Source: an optimization exercise on an open RTL-to-GDS flow (aim: small area and a short achievable clock period). Production flows keep margins and buffers that such runs may drop. RTL that was checked went through simulation tests only; none was proved equivalent to the original. For run 2, only the layout was checked, not whether the RTL still works. No driver is modelled on the clock port, so clocking that relies on it looks cheaper here than on a real chip.

==> flow/design.v, too long to show whole: its modules and the start of the top module <==
// module c6288: 605 lines
// module mfa: 4 lines
// module mhan: 4 lines
// module fadd: 576 lines
// module g_aoi21: 3 lines
// module g_inv: 3 lines
// module g_nand2: 3 lines
// module g_nor2: 3 lines
// module g_oai21: 3 lines
// module g_or2: 3 lines
// module g_xnor2: 3 lines
// module g_xor2: 3 lines
// module benc: 4 lines
// module bsel: 3 lines
// module bsel0: 3 lines
module c6288 (clk, reset, N1_wire, N18_wire, N35_wire, N52_wire, N69_wire, N86_wire, N103_wire, N120_wire, N137_wire, N154_wire, N171_wire, N188_wire, N205_wire, N222_wire, N239_wire, N256_wire, N273_wire, N290_wire, N307_wire, N324_wire, N341_wire, N358_wire, N375_wire, N392_wire, N409_wire, N426_wire, N443_wire, N460_wire, N477_wire, N494_wire, N511_wire, N528_wire,
  N545, N1581, N1901, N2223, N2548, N2877, N3211, N3552, N3895, N4241, N4591, N4946, N5308, N5672, N5971, N6123, N6150, N6160, N6170, N6180, N6190, N6200, N6210, N6220, N6230, N6240, N6250, N6260, N6270, N6280, N6288, N6287);
  // ...
==> flow/flow/run.sh <==
#!/bin/bash
# Own layout flow, built on the standard flow (standard.sh):
#  1. the standard synthesis;
#  2. every combinational cell set to the smallest size of its footprint
#     (flow/downsize.py); the resizer upsizes where timing needs it;
#  3. the standard flow up to CTS, with extra ORFS make variables from
#     flow/extra.txt (a setup margin, so that repair_timing works towards a
#     short period rather than only the 14 ns clock; port buffers of buf_1);
#  5. the rest of the standard flow (global route, repair, detailed route).
# Each step's full output goes to a log file of its own in the work folder.
set -euo pipefail
mapfile -t EXTRA < <(grep -v '^#' flow/extra.txt | grep .)
RES=orfs/results/$FLOW_PLATFORM/c6288/base
PLAT=$FLOW_HOME/platforms/$FLOW_PLATFORM
bash standard.sh synth > synth.log 2>&1
python3 flow/downsize.py $PLAT/lib/sky130_fd_sc_hd__tt_025C_1v80.lib $RES/1_2_yosys.v > downsize.log 2>&1
rm -f $RES/1_synth.odb $RES/1_synth.sdc
bash standard.sh cts "${EXTRA[@]}" > place_cts.log 2>&1
RES=$RES SKEW_CELLS="$(cat flow/skew_cells.txt)" LAUNCH_GROUPS=$(cat flow/launch_groups.txt) LAUNCH_CELL=sky130_fd_sc_hd__clkbuf_16 LIB=$PLAT/lib/sky130_fd_sc_hd__tt_025C_1v80.lib PLATFORM_DIR=$PLAT \
  openroad -no_init -exit flow/skew.tcl > skew.log 2>&1
bash standard.sh finish "${EXTRA[@]}" > route.log 2>&1
==> flow/flow/downsize.py <==
#!/usr/bin/env python3
"""Give every combinational cell of the synthesized netlist the smallest size
of its footprint (e.g. a22oi_2 -> a22oi_1); the resizer later upsizes only
where timing needs it. Flip-flops, tie cells and dont-use cells are left as
they are. usage: downsize.py LIB NETLIST"""
import re, sys
lib, net = sys.argv[1], sys.argv[2]
txt = open(lib).read()
cells = {}
for m in re.finditer(r'cell \("(\w+)"\)\s*\{', txt):
    body = txt[m.end():m.end() + 4000]
    fp = re.search(r'cell_footprint : "(\w+)"', body)
    ar = re.search(r'area : ([\d.]+)', body)
    if fp and ar:
        cells[m.group(1)] = (fp.group(1), float(ar.group(1)))
skip = re.compile(r'sky130_fd_sc_hd__(df|dl|sdf|edf|conb|tap|fill|decap|diode|clk|probe|lpflow|buf|inv|bufinv)')
best = {}
for c, (fp, ar) in cells.items():
    if skip.match(c):
        continue
    if fp not in best or ar < cells[best[fp]][1]:
        best[fp] = c
src = open(net).read()
n = [0]
def rep(m):
    c = m.group(1)
    if c in cells and not skip.match(c):
        b = best.get(cells[c][0], c)
        if b != c and cells[b][1] < cells[c][1] - 1e-6:
            n[0] += 1
            return b + m.group(2)
    return m.group(0)
out = re.sub(r'\b(sky130_fd_sc_hd__\w+)(\s+\S+\s*\()', rep, src)
open(net, 'w').write(out)
print(f"downsized {n[0]} cells")
==> flow/flow/extra.txt <==
SETUP_SLACK_MARGIN=9.7
BUFFER_PORTS_ARGS=-buffer_cell sky130_fd_sc_hd__buf_1
TNS_END_PERCENT=0
==> flow/flow/launch_groups.txt <==
2
==> flow/flow/skew.tcl <==
set res $::env(RES)
set cells $::env(SKEW_CELLS)
read_db $res/4_cts.odb
read_liberty $::env(LIB)
read_sdc $res/4_cts.sdc
source $::env(PLATFORM_DIR)/setRC.tcl
set_propagated_clock [all_clocks]
estimate_parasitics -placement
report_clock_skew
set block [ord::get_db_block]
set ng $::env(LAUNCH_GROUPS)
if {$ng > 0} {
  set lst {}
  foreach inst [get_cells {ra* one* two* neg*}] {
    set p [get_pins [get_full_name $inst]/CLK]
    set loc [[sta::sta_to_db_inst $inst] getLocation]
    lappend lst [list [lindex $loc 0] [lindex $loc 1] $p]
  }
  set lst [lsort -integer -index 0 $lst]
  set per [expr {([llength $lst] + $ng - 1) / $ng}]
  for {set g 0} {$g < $ng} {incr g} {
    set sub [lrange $lst [expr {$g*$per}] [expr {$g*$per + $per - 1}]]
    set sx 0; set sy 0; set gp {}
    foreach e $sub { incr sx [lindex $e 0]; incr sy [lindex $e 1]; lappend gp [lindex $e 2] }
    set n [llength $sub]
    insert_buffer -buffer_cell $::env(LAUNCH_CELL) -net clk -load_pins $gp \
      -location [list [expr {$sx/$n/1000.0}] [expr {$sy/$n/1000.0}]] \
      -buffer_name launch_clkbuf_$g -net_name launch_clk_$g -load_pins_on_diff_nets
    puts "launch group $g: $n clock pins"
  }
}
# group rp CLK pins by their clock net
set groups [dict create]
foreach inst [get_cells rp*] {
  set pin [get_pins [get_full_name $inst]/CLK]
  set net [get_full_name [get_nets -of_objects $pin]]
  dict lappend groups $net $pin
}
set block [ord::get_db_block]
set gi 0
foreach net [dict keys $groups] {
  incr gi
  set pins [dict get $groups $net]
  # centroid of the loads
  set sx 0; set sy 0; set n 0
  foreach p $pins {
    set i [sta::sta_to_db_inst [get_cells -of_objects $p]]
    set loc [$i getLocation]
    incr sx [lindex $loc 0]; incr sy [lindex $loc 1]; incr n
  }
  set x [expr {$sx / $n / 1000.0}]; set y [expr {$sy / $n / 1000.0}]
  set curnet $net
  set d 0
  foreach cell $cells {
    incr d
    set bn "rpdly_${gi}_$d"
    insert_buffer -buffer_cell $cell -net $curnet -load_pins $pins -location [list $x $y] -buffer_name $bn -net_name "${bn}_net"
    set curnet [get_full_name [get_nets -of_objects [lindex $pins 0]]]
  }
  puts "net $net: [llength $pins] rp clock pins behind $cells"
}
# remove clock buffers left without loads
set changed 1
while {$changed} {
  set changed 0
  foreach inst [$block getInsts] {
    if {![string match "*clkbuf*" [[$inst getMaster] getName]]} continue
    set out [$inst findITerm X]
    if {$out eq "NULL"} continue
    set net [$out getNet]
    if {$net eq "NULL" || [llength [$net getITerms]] <= 1} {
      puts "remove [$inst getName]"
      odb::dbInst_destroy $inst
      if {$net ne "NULL"} { odb::dbNet_destroy $net }
      set changed 1
      break
    }
  }
}
set_placement_padding -global -left 0 -right 0
detailed_placement
check_placement
estimate_parasitics -placement
report_clock_skew
report_checks -path_delay max -digits 3 -format full_clock_expanded -to [all_outputs]
report_checks -path_delay max -digits 3 -format full_clock_expanded -to [get_pins rp*/D]
report_check_types -max_slew -violators
report_clock_latency
foreach p [get_pins -hierarchical */CLK] { if {[get_property $p slew_max] > 0.11} { puts "slow clock pin [get_full_name $p] [get_property $p slew_max]" } }
write_db $res/4_cts.odb
==> flow/flow/skew_cells.txt <==
sky130_fd_sc_hd__clkbuf_1 sky130_fd_sc_hd__clkbuf_4
==> flow/standard.sh <==
#!/bin/bash
# synth_recipe.tcl (not shown) runs the flow's synth.tcl, then flattens the netlist and writes it again
# the make line also repeats each setting of config.mk as NAME=value (left out here)
make -C /OpenROAD-flow-scripts/flow DESIGN_CONFIG=/design/flow/config.mk WORK_HOME=/design/flow/orfs CLKGATE_MAP_FILE= SYNTH_SCRIPT=/design/flow/synth_recipe.tcl "${@:-finish}"
==> flow/config.mk <==
export PLATFORM = sky130hd
export DESIGN_NAME = c6288
export DESIGN_NICKNAME = c6288
export VERILOG_FILES = /design/flow/design.v
export SDC_FILE = /design/flow/constraint.sdc
export NUM_CORES = 4
export LEC_CHECK = 0
export CAP_MARGIN = 5
export CORE_MARGIN = 2
export CORE_UTILIZATION = 40
export CTS_BUF_LIST = sky130_fd_sc_hd__clkbuf_4 sky130_fd_sc_hd__clkbuf_8
export SLEW_MARGIN = 5
export SYNTH_HIERARCHICAL = 1
==> flow/constraint.sdc <==
create_clock -name core_clock -period 14.0 [get_ports {clk}]
set_input_delay 2.8000 -clock core_clock [delete_from_list [all_inputs] [get_ports {clk}]]
set_output_delay 2.8000 -clock core_clock [all_outputs]
set_load 0.01 [all_outputs]
==> qor.tcl, run 1 <==
set qor(drc) 0
set qor(placed_cells) 1156
set qor(cts-htree-levels) 3
set qor(fraction_of_area_in_multi_input_gates) 0.674
set qor(detailroute.via_count) 6370
set qor(status) {timing/DRC/antenna clean}
set qor(grt_antenna_before_repair) 0
set qor(cp-end-kind) {output port}
set qor(syn-cell-area_mm2) 0.00832
set qor(worst-r2r-setup-slack_ps) 10130
set qor(worst_path_dominant_cell_family) {flip-flops}
set qor(use_met2) 0.329
set qor(antennaDiodeCount) 0
set qor(route.layer.met1.wl_mm) 8.17
set qor(pin_count_of_the_biggest_net_entering_global_routing) 57
set qor(multi_input_comb_area_mm2) 0.00621
set qor(maxSlewViolCount) 0
set qor(vias_per_cell) 5.28
set qor(regToRegEndpoint) {rp[25]$_DFF_PP0_}
set qor(tightestPinTransition_ps) 796
set qor(total_number_of_cells_along_the_worst_setup_path) 1
set qor(crit_slowest_cell) {sky130_fd_sc_hd__dfrtp_1}
set qor(shortest_clock_period_the_worst_path_allows_after_layout_ps) 3890
set qor(cts.hold.buffers_added) 0
set qor(ys.warnings.count) 7
set qor(vias_in_the_first_global_route) 6496
set qor(buf_share) 0.0528
set qor(finalSetupViolations) 0
set qor(placementRows) 52
set qor(crit-reg2reg-launch) {ra[14]$_DFF_PP0_}
set qor(startpoint_types) {flip-flop}
set qor(detailroute.wirelength.met2_mm) 9.76
set qor(setup_total_negative_slack_ps) 0
set qor(detailedPlace.worstSlack_ps) 8970
set qor(largest_register_ffs) 32
==> run 2: changes to the inputs <==
--- a/flow/design.v
+++ b/flow/design.v
@@ -19,21 +19,19 @@
   benc u_enc3 (.b2(bxi[8]), .b1(bxi[7]), .b0(bxi[6]), .one(one_d[3]), .two(two_d[3]));
   benc u_enc4 (.b2(bxi[10]), .b1(bxi[9]), .b0(bxi[8]), .one(one_d[4]), .two(two_d[4]));
   benc u_enc5 (.b2(bxi[12]), .b1(bxi[11]), .b0(bxi[10]), .one(one_d[5]), .two(two_d[5]));
   benc u_enc6 (.b2(bxi[14]), .b1(bxi[13]), .b0(bxi[12]), .one(one_d[6]), .two(two_d[6]));
   benc u_enc7 (.b2(bxi[16]), .b1(bxi[15]), .b0(bxi[14]), .one(one_d[7]), .two(two_d[7]));
   always @(posedge clk) begin
     one <= one_d;
     two <= two_d;
+    neg <= {bin[15], bin[13], bin[11], bin[9], bin[7], bin[5], bin[3], bin[1]};
   end
   always @(posedge clk or posedge reset)
-    if (reset) neg <= 8'd0;
-    else neg <= {bin[15], bin[13], bin[11], bin[9], bin[7], bin[5], bin[3], bin[1]};
-  always @(posedge clk or posedge reset)
     if (reset) rp <= 32'd0;
     else rp <= p;
   assign {N6287, N6288, N6280, N6270, N6260, N6250, N6240, N6230, N6220, N6210, N6200, N6190, N6180, N6170, N6160, N6150, N6123, N5971, N5672, N5308, N4946, N4591, N4241, N3895, N3552, N3211, N2877, N2548, N2223, N1901, N1581, N545} = rp;
   wire [17:0] ax = {1'b0, ra, 1'b0};
   wire one0 = one[0], two0 = two[0], neg0 = neg[0];
   wire bp0_0;
   bsel0 u_sel0_0 (.one(one0), .a1(ra[0]), .neg(neg0), .pp(bp0_0));
   wire bp0_1;
@@ -318,19 +316,19 @@
   wire pp4_11 = ~(neg2);
   wire pp6_19 = ~(neg3);
   wire pp8_29 = ~(neg4);
   wire pp10_41 = ~(neg5);
   wire pp12_55 = ~(neg6);
   wire pp14_71 = ~(neg7);
   wire pp16_88 = ~((ra[0] & neg[7]));
   wire pp17_96 = ~((ra[1] & neg[7]));
-  wire pp17_97 = ~(~(~neg0));
+  wire pp17_97 = ~(~~neg0);
   wire pp18_105 = ~((ra[2] & neg[7]));
-  wire pp18_106 = ~(~(~neg0));
+  wire pp18_106 = ~(~~neg0);
   wire pp19_107 = ~(~neg1);
   wire pp19_114 = ~((ra[3] & neg[7]));
   wire pp19_115 = ~(~neg0);
   wire pp20_121 = ~((ra[4] & neg[7]));
   wire pp21_123 = ~(~neg2);
   wire pp21_129 = ~((ra[5] & neg[7]));
   wire pp22_135 = ~((ra[6] & neg[7]));
   wire pp23_137 = ~(~neg3);
@@ -455,35 +453,35 @@
   mfa u_fa42 (.a(c10), .b(c11), .c(c9), .s(s42), .co(c42));
   wire s43, c43;
   mfa u_fa43 (.a(s12), .b(s13), .c(s14), .s(s43), .co(c43));
   wire s44, c44;
   mfa u_fa44 (.a(s15), .b(c12), .c(c13), .s(s44), .co(c44));
   wire s45, c45;
   mfa u_fa45 (.a(c14), .b(s16), .c(s17), .s(s45), .co(c45));
   wire s46, c46;
-  mfa u_fa46 (.a(~(bp6_8)), .b(c15), .c(c16), .s(s46), .co(c46));
+  mfa u_fa46 (.a(~bp6_8), .b(c15), .c(c16), .s(s46), .co(c46));
   wire s47, c47;
   mfa u_fa47 (.a(c17), .b(s18), .c(s19), .s(s47), .co(c47));
   wire s48, c48;
   mfa u_fa48 (.a(bp6_9), .b(bp7_7), .c(c18), .s(s48), .co(c48));
   wire s49, c49;
   mfa u_fa49 (.a(c19), .b(s20), .c(s21), .s(s49), .co(c49));
   wire s50, c50;
-  mfa u_fa50 (.a(bp5_12), .b(bp6_10), .c(~(bp7_8)), .s(s50), .co(c50));
+  mfa u_fa50 (.a(bp5_12), .b(bp6_10), .c(~bp7_8), .s(s50), .co(c50));
   wire s51, c51;
   mfa u_fa51 (.a(c20), .b(c21), .c(s22), .s(s51), .co(c51));
   wire s52, c52;
   mfa u_fa52 (.a(bp5_13), .b(bp6_11), .c(bp7_8), .s(s52), .co(c52));
   wire s53, c53;
   mfa u_fa53 (.a(bp7_9), .b(c22), .c(s23), .s(s53), .co(c53));
   wire s54, c54;
   mfa u_fa54 (.a(pp24_147), .b(bp5_14), .c(bp6_12), .s(s54), .co(c54));
   wire s55, c55;
-  mfa u_fa55 (.a(bp7_10), .b(~(bp4_16)), .c(c23), .s(s55), .co(c55));
+  mfa u_fa55 (.a(bp7_10), .b(~bp4_16), .c(c23), .s(s55), .co(c55));
   wire s56, c56;
   mfa u_fa56 (.a(pp25_153), .b(pp25_149), .c(bp4_16), .s(s56), .co(c56));
   wire s57, c57;
   mfa u_fa57 (.a(bp5_15), .b(bp6_13), .c(bp7_11), .s(s57), .co(c57));
   wire s58, c58;
   mfa u_fa58 (.a(pp26_157), .b(bp6_14), .c(bp7_12), .s(s58), .co(c58));
   wire s59, c59;
   mfa u_fa59 (.a(pp27_162), .b(pp27_159), .c(bp5_16), .s(s59), .co(c59));
@@ -527,21 +525,21 @@
   mfa u_fa76 (.a(s50), .b(c48), .c(c49), .s(s76), .co(c76));
   wire s77, c77;
   mfa u_fa77 (.a(c50), .b(s52), .c(c51), .s(s77), .co(c77));
   wire s78, c78;
   mfa u_fa78 (.a(c52), .b(s54), .c(c53), .s(s78), .co(c78));
   wire s79, c79;
   mfa u_fa79 (.a(c54), .b(s56), .c(s57), .s(s79), .co(c79));
   wire s80, c80;
-  mfa u_fa80 (.a(~(bp5_16)), .b(c56), .c(c57), .s(s80), .co(c80));
+  mfa u_fa80 (.a(~bp5_16), .b(c56), .c(c57), .s(s80), .co(c80));
   wire s81, c81;
   mfa u_fa81 (.a(bp6_15), .b(bp7_13), .c(c58), .s(s81), .co(c81));
   wire s82, c82;
-  mfa u_fa82 (.a(pp28_165), .b(bp7_14), .c(~(bp6_16)), .s(s82), .co(c82));
+  mfa u_fa82 (.a(pp28_165), .b(bp7_14), .c(~bp6_16), .s(s82), .co(c82));
   wire s83, c83;
   mfa u_fa83 (.a(pp29_169), .b(pp29_167), .c(bp6_16), .s(s83), .co(c83));
   wire hs12, hc12;
   mhan u_ha12 (.a(pp2_5), .b(bp0_2), .s(hs12), .co(hc12));
   wire hs13, hc13;
   mhan u_ha13 (.a(bp0_3), .b(bp1_1), .s(hs13), .co(hc13));
   wire s84, c84;
   mfa u_fa84 (.a(bp1_2), .b(bp2_0), .c(hs10), .s(s84), .co(c84));
@@ -591,17 +589,17 @@
   mfa u_fa106 (.a(s58), .b(c79), .c(s80), .s(s106), .co(c106));
   wire s107, c107;
   mfa u_fa107 (.a(s59), .b(c80), .c(s81), .s(s107), .co(c107));
   wire s108, c108;
   mfa u_fa108 (.a(c59), .b(s82), .c(c81), .s(s108), .co(c108));
   wire s109, c109;
   mfa u_fa109 (.a(bp7_15), .b(c82), .c(s83), .s(s109), .co(c109));
   wire s110, c110;
-  mfa u_fa110 (.a(pp30_171), .b(~(bp7_16)), .c(c83), .s(s110), .co(c110));
+  mfa u_fa110 (.a(pp30_171), .b(~bp7_16), .c(c83), .s(s110), .co(c110));
   wire s111, c111;
   mfa u_fa111 (.a(pp31_174), .b(pp31_173), .c(bp7_16), .s(s111), .co(c111));
   wire [31:0] opx = {s111, c109, s109, s108, c106, s106, c104, c103, c102, c101, c100, c99, c98, c97, c96, c95, c94, c93, c92, c91, c90, c89, c88, c87, c86, c85, c84, hc13, hc12, bp1_0, bp0_1, pp0_1};
   wire [31:0] opy = {c110, s110, c108, c107, s107, c105, s105, s104, s103, s102, s101, s100, s99, s98, s97, s96, s95, s94, s93, s92, s91, s90, s89, s88, s87, s86, s85, s84, hs13, hs12, 1'b1, bp0_0};
   fadd u_add (.x(opx), .y(opy), .p(p));
 endmodule
 module mfa (input wire a, input wire b, input wire c, output wire s, output wire co);
   assign s = a ^ b ^ c;
@@ -798,399 +796,561 @@
   g_nand2 u91 (x[31], y[31], n91);
   wire n92;
   g_xor2 u92 (x[31], y[31], n92);
   wire n93;
   g_inv u93 (n0, n93);
   wire n94;
   g_nor2 u94 (x[1], n93, n94);
   wire n95;
-  g_aoi21 u95 (n7, n3, n6, n95);
+  g_inv u95 (x[1], n95);
   wire n96;
-  g_nand2 u96 (n7, n4, n96);
+  g_nand2 u96 (n4, n95, n96);
   wire n97;
-  g_aoi21 u97 (n13, n9, n12, n97);
+  g_aoi21 u97 (n7, n3, n6, n97);
   wire n98;
-  g_nand2 u98 (n13, n10, n98);
+  g_nand2 u98 (n7, n4, n98);
   wire n99;
-  g_aoi21 u99 (n19, n15, n18, n99);
+  g_aoi21 u99 (n10, n6, n9, n99);
   wire n100;
-  g_nand2 u100 (n19, n16, n100);
+  g_nand2 u100 (n10, n7, n100);
   wire n101;
-  g_aoi21 u101 (n25, n21, n24, n101);
+  g_aoi21 u101 (n13, n9, n12, n101);
   wire n102;
-  g_nand2 u102 (n25, n22, n102);
+  g_nand2 u102 (n13, n10, n102);
   wire n103;
-  g_aoi21 u103 (n31, n27, n30, n103);
+  g_aoi21 u103 (n16, n12, n15, n103);
   wire n104;
-  g_nand2 u104 (n31, n28, n104);
+  g_nand2 u104 (n16, n13, n104);
   wire n105;
-  g_aoi21 u105 (n37, n33, n36, n105);
+  g_aoi21 u105 (n19, n15, n18, n105);
   wire n106;
-  g_nand2 u106 (n37, n34, n106);
+  g_nand2 u106 (n19, n16, n106);
   wire n107;
-  g_aoi21 u107 (n43, n39, n42, n107);
+  g_aoi21 u107 (n22, n18, n21, n107);
   wire n108;
-  g_nand2 u108 (n43, n40, n108);
+  g_nand2 u108 (n22, n19, n108);
   wire n109;
-  g_aoi21 u109 (n49, n45, n48, n109);
+  g_aoi21 u109 (n25, n21, n24, n109);
   wire n110;
-  g_nand2 u110 (n49, n46, n110);
+  g_nand2 u110 (n25, n22, n110);
   wire n111;
-  g_aoi21 u111 (n55, n51, n54, n111);
+  g_aoi21 u111 (n28, n24, n27, n111);
   wire n112;
-  g_nand2 u112 (n55, n52, n112);
+  g_nand2 u112 (n28, n25, n112);
   wire n113;
-  g_aoi21 u113 (n61, n57, n60, n113);
+  g_aoi21 u113 (n31, n27, n30, n113);
   wire n114;
-  g_nand2 u114 (n61, n58, n114);
+  g_nand2 u114 (n31, n28, n114);
   wire n115;
-  g_aoi21 u115 (n67, n63, n66, n115);
+  g_aoi21 u115 (n34, n30, n33, n115);
   wire n116;
-  g_nand2 u116 (n67, n64, n116);
+  g_nand2 u116 (n34, n31, n116);
   wire n117;
-  g_aoi21 u117 (n73, n69, n72, n117);
+  g_aoi21 u117 (n37, n33, n36, n117);
   wire n118;
-  g_nand2 u118 (n73, n70, n118);
+  g_nand2 u118 (n37, n34, n118);
   wire n119;
-  g_aoi21 u119 (n79, n75, n78, n119);
+  g_aoi21 u119 (n40, n36, n39, n119);
   wire n120;
-  g_nand2 u120 (n79, n76, n120);
+  g_nand2 u120 (n40, n37, n120);
   wire n121;
-  g_aoi21 u121 (n85, n81, n84, n121);
+  g_aoi21 u121 (n43, n39, n42, n121);
   wire n122;
-  g_nand2 u122 (n85, n82, n122);
+  g_nand2 u122 (n43, n40, n122);
   wire n123;
-  g_aoi21 u123 (n4, n94, n3, n123);
+  g_aoi21 u123 (n46, n42, n45, n123);
   wire n124;
-  g_inv u124 (n94, n124);
+  g_nand2 u124 (n46, n43, n124);
   wire n125;
-  g_oai21 u125 (n96, n124, n95, n125);
+  g_aoi21 u125 (n49, n45, n48, n125);
   wire n126;
-  g_inv u126 (n97, n126);
+  g_nand2 u126 (n49, n46, n126);
   wire n127;
-  g_inv u127 (n98, n127);
+  g_aoi21 u127 (n52, n48, n51, n127);
   wire n128;
-  g_aoi21 u128 (n16, n126, n15, n128);
+  g_nand2 u128 (n52, n49, n128);
   wire n129;
-  g_nand2 u129 (n16, n127, n129);
+  g_aoi21 u129 (n55, n51, n54, n129);
   wire n130;
-  g_oai21 u130 (n100, n97, n99, n130);
+  g_nand2 u130 (n55, n52, n130);
   wire n131;
-  g_nor2 u131 (n100, n98, n131);
+  g_aoi21 u131 (n58, n54, n57, n131);
   wire n132;
-  g_inv u132 (n101, n132);
+  g_nand2 u132 (n58, n55, n132);
   wire n133;
-  g_inv u133 (n102, n133);
+  g_aoi21 u133 (n61, n57, n60, n133);
   wire n134;
-  g_aoi21 u134 (n28, n132, n27, n134);
+  g_nand2 u134 (n61, n58, n134);
   wire n135;
-  g_nand2 u135 (n28, n133, n135);
+  g_aoi21 u135 (n64, n60, n63, n135);
   wire n136;
-  g_oai21 u136 (n104, n101, n103, n136);
+  g_nand2 u136 (n64, n61, n136);
   wire n137;
-  g_nor2 u137 (n104, n102, n137);
+  g_aoi21 u137 (n67, n63, n66, n137);
   wire n138;
-  g_inv u138 (n105, n138);
+  g_nand2 u138 (n67, n64, n138);
   wire n139;
-  g_inv u139 (n106, n139);
+  g_aoi21 u139 (n70, n66, n69, n139);
   wire n140;
-  g_aoi21 u140 (n40, n138, n39, n140);
+  g_nand2 u140 (n70, n67, n140);
   wire n141;
-  g_nand2 u141 (n40, n139, n141);
+  g_aoi21 u141 (n73, n69, n72, n141);
   wire n142;
-  g_oai21 u142 (n108, n105, n107, n142);
+  g_nand2 u142 (n73, n70, n142);
   wire n143;
-  g_nor2 u143 (n108, n106, n143);
+  g_aoi21 u143 (n76, n72, n75, n143);
   wire n144;
-  g_inv u144 (n109, n144);
+  g_nand2 u144 (n76, n73, n144);
   wire n145;
-  g_inv u145 (n110, n145);
+  g_aoi21 u145 (n79, n75, n78, n145);
   wire n146;
-  g_aoi21 u146 (n52, n144, n51, n146);
+  g_nand2 u146 (n79, n76, n146);
   wire n147;
-  g_nand2 u147 (n52, n145, n147);
+  g_aoi21 u147 (n82, n78, n81, n147);
   wire n148;
-  g_oai21 u148 (n112, n109, n111, n148);
+  g_nand2 u148 (n82, n79, n148);
   wire n149;
-  g_nor2 u149 (n112, n110, n149);
+  g_aoi21 u149 (n85, n81, n84, n149);
   wire n150;
-  g_inv u150 (n113, n150);
+  g_nand2 u150 (n85, n82, n150);
   wire n151;
-  g_inv u151 (n114, n151);
+  g_aoi21 u151 (n88, n84, n87, n151);
   wire n152;
-  g_aoi21 u152 (n64, n150, n63, n152);
+  g_nand2 u152 (n88, n85, n152);
   wire n153;
-  g_nand2 u153 (n64, n151, n153);
+  g_inv u153 (n96, n153);
   wire n154;
-  g_oai21 u154 (n116, n113, n115, n154);
+  g_aoi21 u154 (n153, n0, n3, n154);
   wire n155;
-  g_nor2 u155 (n116, n114, n155);
+  g_inv u155 (n94, n155);
   wire n156;
-  g_inv u156 (n117, n156);
+  g_oai21 u156 (n98, n155, n97, n156);
   wire n157;
-  g_inv u157 (n118, n157);
+  g_inv u157 (n3, n157);
   wire n158;
-  g_aoi21 u158 (n76, n156, n75, n158);
+  g_oai21 u158 (n100, n157, n99, n158);
   wire n159;
-  g_nand2 u159 (n76, n157, n159);
+  g_nor2 u159 (n100, n96, n159);
   wire n160;
-  g_oai21 u160 (n120, n117, n119, n160);
+  g_oai21 u160 (n102, n97, n101, n160);
   wire n161;
-  g_nor2 u161 (n120, n118, n161);
+  g_nor2 u161 (n102, n98, n161);
   wire n162;
-  g_inv u162 (n121, n162);
+  g_oai21 u162 (n104, n99, n103, n162);
   wire n163;
-  g_inv u163 (n122, n163);
+  g_nor2 u163 (n104, n100, n163);
   wire n164;
-  g_aoi21 u164 (n88, n162, n87, n164);
+  g_oai21 u164 (n106, n101, n105, n164);
   wire n165;
-  g_nand2 u165 (n88, n163, n165);
+  g_nor2 u165 (n106, n102, n165);
   wire n166;
-  g_aoi21 u166 (n10, n125, n9, n166);
+  g_oai21 u166 (n108, n103, n107, n166);
   wire n167;
-  g_inv u167 (n125, n167);
+  g_nor2 u167 (n108, n104, n167);
   wire n168;
-  g_oai21 u168 (n98, n167, n97, n168);
+  g_oai21 u168 (n110, n105, n109, n168);
   wire n169;
-  g_oai21 u169 (n129, n167, n128, n169);
+  g_nor2 u169 (n110, n106, n169);
   wire n170;
-  g_aoi21 u170 (n131, n125, n130, n170);
+  g_oai21 u170 (n112, n107, n111, n170);
   wire n171;
-  g_aoi21 u171 (n34, n136, n33, n171);
+  g_nor2 u171 (n112, n108, n171);
   wire n172;
-  g_nand2 u172 (n34, n137, n172);
+  g_oai21 u172 (n114, n109, n113, n172);
   wire n173;
-  g_inv u173 (n136, n173);
+  g_nor2 u173 (n114, n110, n173);
   wire n174;
-  g_inv u174 (n137, n174);
+  g_oai21 u174 (n116, n111, n115, n174);
   wire n175;
-  g_oai21 u175 (n106, n173, n105, n175);
+  g_nor2 u175 (n116, n112, n175);
   wire n176;
-  g_nor2 u176 (n106, n174, n176);
+  g_oai21 u176 (n118, n113, n117, n176);
   wire n177;
-  g_oai21 u177 (n141, n173, n140, n177);
+  g_nor2 u177 (n118, n114, n177);
   wire n178;
-  g_nor2 u178 (n141, n174, n178);
+  g_oai21 u178 (n120, n115, n119, n178);
   wire n179;
-  g_aoi21 u179 (n143, n136, n142, n179);
+  g_nor2 u179 (n120, n116, n179);
   wire n180;
-  g_nand2 u180 (n143, n137, n180);
+  g_oai21 u180 (n122, n117, n121, n180);
   wire n181;
-  g_aoi21 u181 (n58, n148, n57, n181);
+  g_nor2 u181 (n122, n118, n181);
   wire n182;
-  g_nand2 u182 (n58, n149, n182);
+  g_oai21 u182 (n124, n119, n123, n182);
   wire n183;
-  g_inv u183 (n148, n183);
+  g_nor2 u183 (n124, n120, n183);
   wire n184;
-  g_inv u184 (n149, n184);
+  g_oai21 u184 (n126, n121, n125, n184);
   wire n185;
-  g_oai21 u185 (n114, n183, n113, n185);
+  g_nor2 u185 (n126, n122, n185);
   wire n186;
-  g_nor2 u186 (n114, n184, n186);
+  g_oai21 u186 (n128, n123, n127, n186);
   wire n187;
-  g_oai21 u187 (n153, n183, n152, n187);
+  g_nor2 u187 (n128, n124, n187);
   wire n188;
-  g_nor2 u188 (n153, n184, n188);
+  g_oai21 u188 (n130, n125, n129, n188);
   wire n189;
-  g_aoi21 u189 (n155, n148, n154, n189);
+  g_nor2 u189 (n130, n126, n189);
   wire n190;
-  g_nand2 u190 (n155, n149, n190);
+  g_oai21 u190 (n132, n127, n131, n190);
   wire n191;
-  g_aoi21 u191 (n82, n160, n81, n191);
+  g_nor2 u191 (n132, n128, n191);
   wire n192;
-  g_nand2 u192 (n82, n161, n192);
+  g_oai21 u192 (n134, n129, n133, n192);
   wire n193;
-  g_inv u193 (n160, n193);
+  g_nor2 u193 (n134, n130, n193);
   wire n194;
-  g_inv u194 (n161, n194);
+  g_oai21 u194 (n136, n131, n135, n194);
   wire n195;
-  g_oai21 u195 (n122, n193, n121, n195);
+  g_nor2 u195 (n136, n132, n195);
   wire n196;
-  g_nor2 u196 (n122, n194, n196);
+  g_oai21 u196 (n138, n133, n137, n196);
   wire n197;
-  g_oai21 u197 (n165, n193, n164, n197);
+  g_nor2 u197 (n138, n134, n197);
   wire n198;
-  g_nor2 u198 (n165, n194, n198);
+  g_oai21 u198 (n140, n135, n139, n198);
   wire n199;
-  g_inv u199 (n170, n199);
+  g_nor2 u199 (n140, n136, n199);
   wire n200;
-  g_aoi21 u200 (n22, n199, n21, n200);
+  g_oai21 u200 (n142, n137, n141, n200);
   wire n201;
-  g_oai21 u201 (n102, n170, n101, n201);
+  g_nor2 u201 (n142, n138, n201);
   wire n202;
-  g_oai21 u202 (n135, n170, n134, n202);
+  g_oai21 u202 (n144, n139, n143, n202);
   wire n203;
-  g_aoi21 u203 (n137, n199, n136, n203);
+  g_nor2 u203 (n144, n140, n203);
   wire n204;
-  g_oai21 u204 (n172, n170, n171, n204);
+  g_oai21 u204 (n146, n141, n145, n204);
   wire n205;
-  g_aoi21 u205 (n176, n199, n175, n205);
+  g_nor2 u205 (n146, n142, n205);
   wire n206;
-  g_aoi21 u206 (n178, n199, n177, n206);
+  g_oai21 u206 (n148, n143, n147, n206);
   wire n207;
-  g_oai21 u207 (n180, n170, n179, n207);
+  g_nor2 u207 (n148, n144, n207);
   wire n208;
-  g_inv u208 (n189, n208);
+  g_oai21 u208 (n150, n145, n149, n208);
   wire n209;
-  g_inv u209 (n190, n209);
+  g_nor2 u209 (n150, n146, n209);
   wire n210;
-  g_aoi21 u210 (n70, n208, n69, n210);
+  g_oai21 u210 (n152, n147, n151, n210);
   wire n211;
-  g_nand2 u211 (n70, n209, n211);
+  g_nor2 u211 (n152, n148, n211);
   wire n212;
-  g_oai21 u212 (n118, n189, n117, n212);
+  g_aoi21 u212 (n159, n0, n158, n212);
   wire n213;
-  g_nor2 u213 (n118, n190, n213);
+  g_aoi21 u213 (n161, n94, n160, n213);
   wire n214;
-  g_oai21 u214 (n159, n189, n158, n214);
+  g_inv u214 (n154, n214);
   wire n215;
-  g_nor2 u215 (n159, n190, n215);
+  g_aoi21 u215 (n163, n214, n162, n215);
   wire n216;
-  g_aoi21 u216 (n161, n208, n160, n216);
+  g_aoi21 u216 (n165, n156, n164, n216);
   wire n217;
-  g_nand2 u217 (n161, n209, n217);
+  g_aoi21 u217 (n167, n158, n166, n217);
   wire n218;
-  g_oai21 u218 (n192, n189, n191, n218);
+  g_nand2 u218 (n167, n159, n218);
   wire n219;
-  g_nor2 u219 (n192, n190, n219);
+  g_aoi21 u219 (n169, n160, n168, n219);
   wire n220;
-  g_aoi21 u220 (n196, n208, n195, n220);
+  g_nand2 u220 (n169, n161, n220);
   wire n221;
-  g_nand2 u221 (n196, n209, n221);
+  g_aoi21 u221 (n171, n162, n170, n221);
   wire n222;
-  g_aoi21 u222 (n198, n208, n197, n222);
+  g_nand2 u222 (n171, n163, n222);
   wire n223;
-  g_nand2 u223 (n198, n209, n223);
+  g_aoi21 u223 (n173, n164, n172, n223);
   wire n224;
-  g_aoi21 u224 (n46, n207, n45, n224);
+  g_nand2 u224 (n173, n165, n224);
   wire n225;
-  g_inv u225 (n207, n225);
+  g_aoi21 u225 (n175, n166, n174, n225);
   wire n226;
-  g_oai21 u226 (n110, n225, n109, n226);
+  g_nand2 u226 (n175, n167, n226);
   wire n227;
-  g_oai21 u227 (n147, n225, n146, n227);
+  g_aoi21 u227 (n177, n168, n176, n227);
   wire n228;
-  g_aoi21 u228 (n149, n207, n148, n228);
+  g_nand2 u228 (n177, n169, n228);
   wire n229;
-  g_oai21 u229 (n182, n225, n181, n229);
+  g_aoi21 u229 (n179, n170, n178, n229);
   wire n230;
-  g_aoi21 u230 (n186, n207, n185, n230);
+  g_nand2 u230 (n179, n171, n230);
   wire n231;
-  g_aoi21 u231 (n188, n207, n187, n231);
+  g_aoi21 u231 (n181, n172, n180, n231);
   wire n232;
-  g_oai21 u232 (n190, n225, n189, n232);
+  g_nand2 u232 (n181, n173, n232);
   wire n233;
-  g_oai21 u233 (n211, n225, n210, n233);
+  g_aoi21 u233 (n183, n174, n182, n233);
   wire n234;
-  g_aoi21 u234 (n213, n207, n212, n234);
+  g_nand2 u234 (n183, n175, n234);
   wire n235;
-  g_aoi21 u235 (n215, n207, n214, n235);
+  g_aoi21 u235 (n185, n176, n184, n235);
   wire n236;
-  g_oai21 u236 (n217, n225, n216, n236);
+  g_nand2 u236 (n185, n177, n236);
   wire n237;
-  g_aoi21 u237 (n219, n207, n218, n237);
+  g_aoi21 u237 (n187, n178, n186, n237);
   wire n238;
-  g_oai21 u238 (n221, n225, n220, n238);
+  g_nand2 u238 (n187, n179, n238);
   wire n239;
-  g_oai21 u239 (n223, n225, n222, n239);
-  assign p[0] = n2;
+  g_aoi21 u239 (n189, n180, n188, n239);
   wire n240;
-  g_xnor2 u240 (x[1], n0, n240);
-  assign p[1] = n240;
+  g_nand2 u240 (n189, n181, n240);
   wire n241;
-  g_xor2 u241 (n5, n94, n241);
-  assign p[2] = n241;
+  g_aoi21 u241 (n191, n182, n190, n241);
   wire n242;
-  g_xnor2 u242 (n8, n123, n242);
-  assign p[3] = n242;
+  g_nand2 u242 (n191, n183, n242);
   wire n243;
-  g_xor2 u243 (n11, n125, n243);
-  assign p[4] = n243;
+  g_aoi21 u243 (n193, n184, n192, n243);
   wire n244;
-  g_xnor2 u244 (n14, n166, n244);
-  assign p[5] = n244;
+  g_nand2 u244 (n193, n185, n244);
   wire n245;
-  g_xor2 u245 (n17, n168, n245);
-  assign p[6] = n245;
+  g_aoi21 u245 (n195, n186, n194, n245);
   wire n246;
-  g_xor2 u246 (n20, n169, n246);
-  assign p[7] = n246;
+  g_nand2 u246 (n195, n187, n246);
   wire n247;
-  g_xnor2 u247 (n23, n170, n247);
-  assign p[8] = n247;
+  g_aoi21 u247 (n197, n188, n196, n247);
   wire n248;
-  g_xnor2 u248 (n26, n200, n248);
-  assign p[9] = n248;
+  g_nand2 u248 (n197, n189, n248);
   wire n249;
-  g_xor2 u249 (n29, n201, n249);
-  assign p[10] = n249;
+  g_aoi21 u249 (n199, n190, n198, n249);
   wire n250;
-  g_xor2 u250 (n32, n202, n250);
-  assign p[11] = n250;
+  g_nand2 u250 (n199, n191, n250);
   wire n251;
-  g_xnor2 u251 (n35, n203, n251);
-  assign p[12] = n251;
+  g_aoi21 u251 (n201, n192, n200, n251);
   wire n252;
-  g_xor2 u252 (n38, n204, n252);
-  assign p[13] = n252;
+  g_nand2 u252 (n201, n193, n252);
   wire n253;
-  g_xnor2 u253 (n41, n205, n253);
-  assign p[14] = n253;
+  g_aoi21 u253 (n203, n194, n202, n253);
   wire n254;
-  g_xnor2 u254 (n44, n206, n254);
-  assign p[15] = n254;
+  g_nand2 u254 (n203, n195, n254);
   wire n255;
-  g_xor2 u255 (n47, n207, n255);
-  assign p[16] = n255;
+  g_aoi21 u255 (n205, n196, n204, n255);
   wire n256;
-  g_xnor2 u256 (n50, n224, n256);
-  assign p[17] = n256;
+  g_nand2 u256 (n205, n197, n256);
   wire n257;
-  g_xor2 u257 (n53, n226, n257);
-  assign p[18] = n257;
+  g_aoi21 u257 (n207, n198, n206, n257);
   wire n258;
-  g_xor2 u258 (n56, n227, n258);
-  assign p[19] = n258;
+  g_nand2 u258 (n207, n199, n258);
   wire n259;
-  g_xnor2 u259 (n59, n228, n259);
-  assign p[20] = n259;
+  g_aoi21 u259 (n209, n200, n208, n259);
   wire n260;
-  g_xor2 u260 (n62, n229, n260);
-  assign p[21] = n260;
+  g_nand2 u260 (n209, n201, n260);
   wire n261;
-  g_xnor2 u261 (n65, n230, n261);
-  assign p[22] = n261;
+  g_aoi21 u261 (n211, n202, n210, n261);
   wire n262;
-  g_xnor2 u262 (n68, n231, n262);
-  assign p[23] = n262;
+  g_nand2 u262 (n211, n203, n262);
   wire n263;
-  g_xor2 u263 (n71, n232, n263);
-  assign p[24] = n263;
+  g_oai21 u263 (n218, n93, n217, n263);
   wire n264;
-  g_xor2 u264 (n74, n233, n264);
-  assign p[25] = n264;
+  g_oai21 u264 (n220, n155, n219, n264);
   wire n265;
-  g_xnor2 u265 (n77, n234, n265);
-  assign p[26] = n265;
+  g_oai21 u265 (n222, n154, n221, n265);
   wire n266;
-  g_xnor2 u266 (n80, n235, n266);
-  assign p[27] = n266;
+  g_inv u266 (n156, n266);
   wire n267;
-  g_xor2 u267 (n83, n236, n267);
-  assign p[28] = n267;
+  g_oai21 u267 (n224, n266, n223, n267);
   wire n268;
-  g_xnor2 u268 (n86, n237, n268);
-  assign p[29] = n268;
+  g_oai21 u268 (n226, n212, n225, n268);
   wire n269;
-  g_xor2 u269 (n89, n238, n269);
-  assign p[30] = n269;
+  g_oai21 u269 (n228, n213, n227, n269);
   wire n270;
-  g_xor2 u270 (n92, n239, n270);
-  assign p[31] = n270;
+  g_oai21 u270 (n230, n215, n229, n270);
+  wire n271;
+  g_oai21 u271 (n232, n216, n231, n271);
+  wire n272;
+  g_oai21 u272 (n234, n217, n233, n272);
+  wire n273;
+  g_nor2 u273 (n234, n218, n273);
+  wire n274;
+  g_oai21 u274 (n236, n219, n235, n274);
+  wire n275;
+  g_nor2 u275 (n236, n220, n275);
+  wire n276;
+  g_oai21 u276 (n238, n221, n237, n276);
+  wire n277;
+  g_nor2 u277 (n238, n222, n277);
+  wire n278;
+  g_oai21 u278 (n240, n223, n239, n278);
+  wire n279;
+  g_nor2 u279 (n240, n224, n279);
+  wire n280;
+  g_oai21 u280 (n242, n225, n241, n280);
+  wire n281;
+  g_nor2 u281 (n242, n226, n281);
+  wire n282;
+  g_oai21 u282 (n244, n227, n243, n282);
+  wire n283;
+  g_nor2 u283 (n244, n228, n283);
+  wire n284;
+  g_oai21 u284 (n246, n229, n245, n284);
+  wire n285;
+  g_nor2 u285 (n246, n230, n285);
+  wire n286;
+  g_oai21 u286 (n248, n231, n247, n286);
+  wire n287;
+  g_nor2 u287 (n248, n232, n287);
+  wire n288;
+  g_oai21 u288 (n250, n233, n249, n288);
+  wire n289;
+  g_nor2 u289 (n250, n234, n289);
+  wire n290;
+  g_oai21 u290 (n252, n235, n251, n290);
+  wire n291;
+  g_nor2 u291 (n252, n236, n291);
+  wire n292;
+  g_oai21 u292 (n254, n237, n253, n292);
+  wire n293;
+  g_nor2 u293 (n254, n238, n293);
+  wire n294;
+  g_oai21 u294 (n256, n239, n255, n294);
+  wire n295;
+  g_nor2 u295 (n256, n240, n295);
+  wire n296;
+  g_oai21 u296 (n258, n241, n257, n296);
+  wire n297;
+  g_nor2 u297 (n258, n242, n297);
+  wire n298;
+  g_oai21 u298 (n260, n243, n259, n298);
+  wire n299;
+  g_nor2 u299 (n260, n244, n299);
+  wire n300;
+  g_oai21 u300 (n262, n245, n261, n300);
+  wire n301;
+  g_nor2 u301 (n262, n246, n301);
+  wire n302;
+  g_aoi21 u302 (n273, n0, n272, n302);
+  wire n303;
+  g_aoi21 u303 (n275, n94, n274, n303);
+  wire n304;
+  g_aoi21 u304 (n277, n214, n276, n304);
+  wire n305;
+  g_aoi21 u305 (n279, n156, n278, n305);
+  wire n306;
+  g_inv u306 (n212, n306);
+  wire n307;
+  g_aoi21 u307 (n281, n306, n280, n307);
+  wire n308;
+  g_inv u308 (n213, n308);
+  wire n309;
+  g_aoi21 u309 (n283, n308, n282, n309);
+  wire n310;
+  g_inv u310 (n215, n310);
+  wire n311;
+  g_aoi21 u311 (n285, n310, n284, n311);
+  wire n312;
+  g_inv u312 (n216, n312);
+  wire n313;
+  g_aoi21 u313 (n287, n312, n286, n313);
+  wire n314;
+  g_aoi21 u314 (n289, n263, n288, n314);
+  wire n315;
+  g_aoi21 u315 (n291, n264, n290, n315);
+  wire n316;
+  g_aoi21 u316 (n293, n265, n292, n316);
+  wire n317;
+  g_aoi21 u317 (n295, n267, n294, n317);
+  wire n318;
+  g_aoi21 u318 (n297, n268, n296, n318);
+  wire n319;
+  g_aoi21 u319 (n299, n269, n298, n319);
+  wire n320;
+  g_aoi21 u320 (n301, n270, n300, n320);
+  assign p[0] = n2;
+  wire n321;
+  g_xnor2 u321 (x[1], n0, n321);
+  assign p[1] = n321;
+  wire n322;
+  g_xor2 u322 (n5, n94, n322);
+  assign p[2] = n322;
+  wire n323;
+  g_xnor2 u323 (n8, n154, n323);
+  assign p[3] = n323;
+  wire n324;
+  g_xor2 u324 (n11, n156, n324);
+  assign p[4] = n324;
+  wire n325;
+  g_xnor2 u325 (n14, n212, n325);
+  assign p[5] = n325;
+  wire n326;
+  g_xnor2 u326 (n17, n213, n326);
+  assign p[6] = n326;
+  wire n327;
+  g_xnor2 u327 (n20, n215, n327);
+  assign p[7] = n327;
+  wire n328;
+  g_xnor2 u328 (n23, n216, n328);
+  assign p[8] = n328;
+  wire n329;
+  g_xor2 u329 (n26, n263, n329);
+  assign p[9] = n329;
+  wire n330;
+  g_xor2 u330 (n29, n264, n330);
+  assign p[10] = n330;
+  wire n331;
+  g_xor2 u331 (n32, n265, n331);
+  assign p[11] = n331;
+  wire n332;
+  g_xor2 u332 (n35, n267, n332);
+  assign p[12] = n332;
+  wire n333;
+  g_xor2 u333 (n38, n268, n333);
+  assign p[13] = n333;
+  wire n334;
+  g_xor2 u334 (n41, n269, n334);
+  assign p[14] = n334;
+  wire n335;
+  g_xor2 u335 (n44, n270, n335);
+  assign p[15] = n335;
+  wire n336;
+  g_xor2 u336 (n47, n271, n336);
+  assign p[16] = n336;
+  wire n337;
+  g_xnor2 u337 (n50, n302, n337);
+  assign p[17] = n337;
+  wire n338;
+  g_xnor2 u338 (n53, n303, n338);
+  assign p[18] = n338;
+  wire n339;
+  g_xnor2 u339 (n56, n304, n339);
+  assign p[19] = n339;
+  wire n340;
+  g_xnor2 u340 (n59, n305, n340);
+  assign p[20] = n340;
+  wire n341;
+  g_xnor2 u341 (n62, n307, n341);
+  assign p[21] = n341;
+  wire n342;
+  g_xnor2 u342 (n65, n309, n342);
+  assign p[22] = n342;
+  wire n343;
+  g_xnor2 u343 (n68, n311, n343);
+  assign p[23] = n343;
+  wire n344;
+  g_xnor2 u344 (n71, n313, n344);
+  assign p[24] = n344;
+  wire n345;
+  g_xnor2 u345 (n74, n314, n345);
+  assign p[25] = n345;
+  wire n346;
+  g_xnor2 u346 (n77, n315, n346);
+  assign p[26] = n346;
+  wire n347;
+  g_xnor2 u347 (n80, n316, n347);
+  assign p[27] = n347;
+  wire n348;
+  g_xnor2 u348 (n83, n317, n348);
+  assign p[28] = n348;
+  wire n349;
+  g_xnor2 u349 (n86, n318, n349);
+  assign p[29] = n349;
+  wire n350;
+  g_xnor2 u350 (n89, n319, n350);
+  assign p[30] = n350;
+  wire n351;
+  g_xnor2 u351 (n92, n320, n351);
+  assign p[31] = n351;
 endmodule
 module g_aoi21 (input wire a, input wire b, input wire c, output wire y);
   assign y = ~((a & b) | c);
 endmodule
 module g_inv (input wire a, output wire y);
   assign y = ~a;
 endmodule
 module g_nand2 (input wire a, input wire b, output wire y);
==> flow/flow/run.sh (replaced) <==
#!/bin/bash
# Own layout flow: the standard flow (standard.sh) with extra ORFS make
# variables from flow/extra.txt (one VAR=value per line), e.g. a setup margin
# so that repair_timing sizes and buffers the multiplier for a short period
# rather than only for the 14 ns clock. After the standard synthesis every
# combinational cell is set to the smallest size of its footprint
# (flow/downsize.py); the resizer upsizes where timing needs it.
# Each step's full output goes to a log file in the work folder.
set -euo pipefail
mapfile -t EXTRA < <(grep -v '^#' flow/extra.txt | grep .)
bash standard.sh synth > synth.log 2>&1
RES=orfs/results/$FLOW_PLATFORM/c6288/base
python3 flow/downsize.py $FLOW_HOME/platforms/$FLOW_PLATFORM/lib/sky130_fd_sc_hd__tt_025C_1v80.lib $RES/1_2_yosys.v > downsize.log 2>&1
rm -f $RES/1_synth.odb $RES/1_synth.sdc
bash standard.sh finish "${EXTRA[@]}" > layout.log 2>&1
==> flow/flow/extra.txt (replaced) <==
SETUP_SLACK_MARGIN=9.4
BUFFER_PORTS_ARGS=-buffer_cell sky130_fd_sc_hd__buf_1
==> flow/config.mk (replaced) <==
export PLATFORM = sky130hd
export DESIGN_NAME = c6288
export DESIGN_NICKNAME = c6288
export VERILOG_FILES = /design/flow/design.v
export SDC_FILE = /design/flow/constraint.sdc
export NUM_CORES = 4
export LEC_CHECK = 0
export CAP_MARGIN = 20
export CORE_MARGIN = 2
export CORE_UTILIZATION = 40
export CTS_BUF_LIST = sky130_fd_sc_hd__clkbuf_4 sky130_fd_sc_hd__clkbuf_8
export SLEW_MARGIN = 20
export SYNTH_HIERARCHICAL = 1
removed: flow/flow/launch_groups.txt
removed: flow/flow/skew.tcl
removed: flow/flow/skew_cells.txt
==> qor.tcl, run 2 <==
set qor(postCtsSetupRepairBufs) 0
set qor(shortest_clock_period_the_worst_path_allows_after_layout_ps) 4380 ;# +487 ps
set qor(vias_per_cell) 5.42 ;# +2.7%
set qor(fp.dieH_um) 151
set qor(syn-instance-count) 931
set qor(maxSlewViolCount) 0 ;# unchanged
set qor(setup_total_negative_slack_ps) 0 ;# unchanged
set qor(relSlewSlack) 0.587
set qor(placed_cells) 1245 ;# +7.7%
set qor(cp-end-kind) {flip-flop}
set qor(fillCellCount) 2147
set qor(registers.top_by_ff_count) {rp}
set qor(tightestPinTransition_ps) 620 ;# -176 ps
set qor(syn-cell-area_mm2) 0.00865 ;# +3.9%
set qor(ys.warnings.count) 7 ;# unchanged
set qor(hold_violations) 0
set qor(postPlaceCellArea_mm2) 0.00903
set qor(critical_path.max_fanout) 17
set qor(layout-area-overhead-vs-synth_pct) 7.63
set qor(tritoncts) {built}
set qor(antennaDiodeCount) 0 ;# unchanged
set qor(floorplan.die.width_um) 151
set qor(regToRegEndpoint) {rp[22]$_DFF_PP0_}
set qor(die-area_mm2) 0.0228
set qor(numPortBuffers) 65
set qor(grt_antenna_before_repair) 0 ;# unchanged
set qor(clock-root-buffer) {sky130_fd_sc_hd__clkbuf_8}
set qor(regArea_mm2) 0.00173
set qor(crit-reg2reg-launch) {ra[15]$_DFF_PP0_}
set qor(criticalPathCategory) {reg2reg}
set qor(layout_commonest_cell) {sky130_fd_sc_hd__xor2_1}
set qor(reg2regPathDepth) 13
set qor(hold_path_class) {reg2reg}
set qor(drive_gt1_frac) 0.0598
set qor(layout_top_registers) {rp x32, ra x16}
set qor(max-clock-path-buffers) 2
set qor(multi_input_comb_area_mm2) 0.00662 ;# +6.6%
set qor(globalplace.congestion) 0.930
set qor(wirelength_mm) 24.7
set qor(gr-total-overflow) 0
set qor(clock_sink_count) 72
set qor(length_of_the_first_detailed_routing_pass_in_iterations) 8
set qor(cap_viol_max_count) 0
set qor(pin_count_of_the_biggest_net_entering_global_routing) 36 ;# -37%
set qor(post-route-cell-area_mm2) 0.00931
set qor(drc) 0 ;# unchanged
set qor(grt_util_all_layers) 0.229
set qor(top_level_ports) 66
set qor(synth_area_per_cell_um2) 9.29
set qor(worstPathRequired_ps) 14250
set qor(clk_pin_slew_ps) 80
set qor(detailroute.via_count) 6834 ;# +7.3%
set qor(critPathArrivalTime_ps) 4620
set qor(critical_path.endpoint) {rp[22]$_DFF_PP0_}
set qor(numCtsBuffers) 9
set qor(num-nets-final) 1127
set qor(final_min_period_over_clock_period) 0.313
set qor(clock_skew_ps) 6.98
set qor(cts.hold.buffers_added) 0 ;# unchanged
set qor(cts-htree-levels) 3 ;# unchanged
set qor(initial_drc_count) 488
set qor(floorplan.initialDensity) 0.410
set qor(fin_cells) 1261
set qor(finalSetupViolations) 0 ;# unchanged
set qor(global_route_wire_length_before_repair_mm) 39.4
set qor(route.detailed.wl_per_inst_um) 19.6
set qor(detailedPlacementHpwl_mm) 19.0
set qor(timing.fmax_mhz) 229
set qor(worst-r2r-setup-slack_ps) 9620 ;# -510 ps
set qor(clkLatencyLatePin_ps) 370
set qor(postLayoutCoreUtil) 0.441
set qor(leading_cell_types_in_the_layout_fill_and_taps_excluded) {sky130_fd_sc_hd__xor2_1 (185), sky130_fd_sc_hd__nand2_1 (121), sky130_fd_sc_hd__a22oi_1 (120)}
set qor(rsz0062_at_grt) {true}
set qor(placeableCoreArea_mm2) 0.0211
set qor(startpoint_types) {flip-flop}
set qor(placementRows) 53 ;# +1.9%
set qor(ant_nets) 0
set qor(largest_register_ffs) 32 ;# unchanged
set qor(startpoint) {ra[15]$_DFF_PP0_}
set qor(vias_in_the_first_global_route) 6874 ;# +5.8%
set qor(status) {timing/DRC/antenna clean}
==> run 2: worst min path at each step <==
stage / start / end / slack [ps] / cells after the start
6_report: one[0]$_DFF_P_ / rp[0]$_DFF_PP0_ / 850 / 3
5_1_grt: one[0]$_DFF_P_ / rp[0]$_DFF_PP0_ / 900 / 3
4_1_cts: neg[0]$_DFF_P_ / rp[0]$_DFF_PP0_ / 950 / 2
3_5_place_dp: one[0]$_DFF_P_ / rp[0]$_DFF_PP0_ / 970 / 3
3_3_place_gp: one[0]$_DFF_P_ / rp[0]$_DFF_PP0_ / 970 / 3
2_1_floorplan: one[0]$_DFF_P_ / rp[0]$_DFF_PP0_ / 880 / 4
==> run 2: area by class of cell <==
type,count,area share
Tap cell,275,0.0370
Clock buffer,9,0.0133
Sequential cell,72,0.186
Timing Repair Buffer,71,0.0324
Inverter,26,0.0105
Clock inverter,7,0.0104
Multi-Input combinational cell,801,0.711
==> run 2: metrics by stage <==
step / hold slack (ps) / worst slack (ps)
6_report: 852 / 9620
5_1_grt: 898 / 9400
4_1_cts: 954 / 9400
3_5_place_dp: 965 / 9110
3_3_place_gp: 969 / 9140
2_1_floorplan: 885 / 9710
==> run 2: timing repair <==
item,4_1_cts,5_1_grt
resized for setup,14,23
hold endpoints to repair,0,0
setup endpoints to repair,9,13
==> run 2: critical path, cell delays in order (launching register included) <==
cell	delay, ps
sky130_fd_sc_hd__dfrtp_4	590
sky130_fd_sc_hd__a22oi_1	220
sky130_fd_sc_hd__xor2_1	260
sky130_fd_sc_hd__fa_1	470
sky130_fd_sc_hd__fa_1	450
sky130_fd_sc_hd__fa_1	440
sky130_fd_sc_hd__fa_1	600
sky130_fd_sc_hd__nand2_1	120
sky130_fd_sc_hd__a21oi_1	280
sky130_fd_sc_hd__o21ai_1	160
sky130_fd_sc_hd__a21oi_2	200
sky130_fd_sc_hd__o21ai_1	90
sky130_fd_sc_hd__a21oi_1	240
sky130_fd_sc_hd__xnor2_1	120
==> run 2: routing by layer <==
layer  wire length [um]  GRT usage
met5                  0          0
met4                420     0.0509
met2              11200      0.363
met1              11600      0.332
met3               1440     0.0337

==> port drivers added, routing unchanged <==
How much do the figures lean on ideal ports? The routed layouts below were timed once more, with nothing changed but the port constraints.
Step 1 sets driving cells, clkbuf_16 on the clock port and buf_2 on the other inputs (assumed; they add their load-dependent delay and slew).
Step 2, shift: input delay + t, output delay - t, t = (earliest + latest rising clock arrival at the registers) / 2. This alone moves slack from input paths to output paths.
Slacks: no drivers / after step 1 / after step 2; pairs: no drivers / after step 1.
run	t (ns)	setup WS [ns]	hold WS [ns]	clock arrival spread, ns	worst slew at a driven data input, ns
run 1	0.432	10.111 / 10.037 / 10.132	0.446 / 0.446 / 0.446	0.439 / 0.439	0.04
run 2	0.410	9.624 / 9.624 / 9.624	0.852 / 0.852 / 0.852	0.007 / 0.008	0.04
Clock arrivals are far apart in run 1, so t is only a midpoint there and step 2 fits no single register.
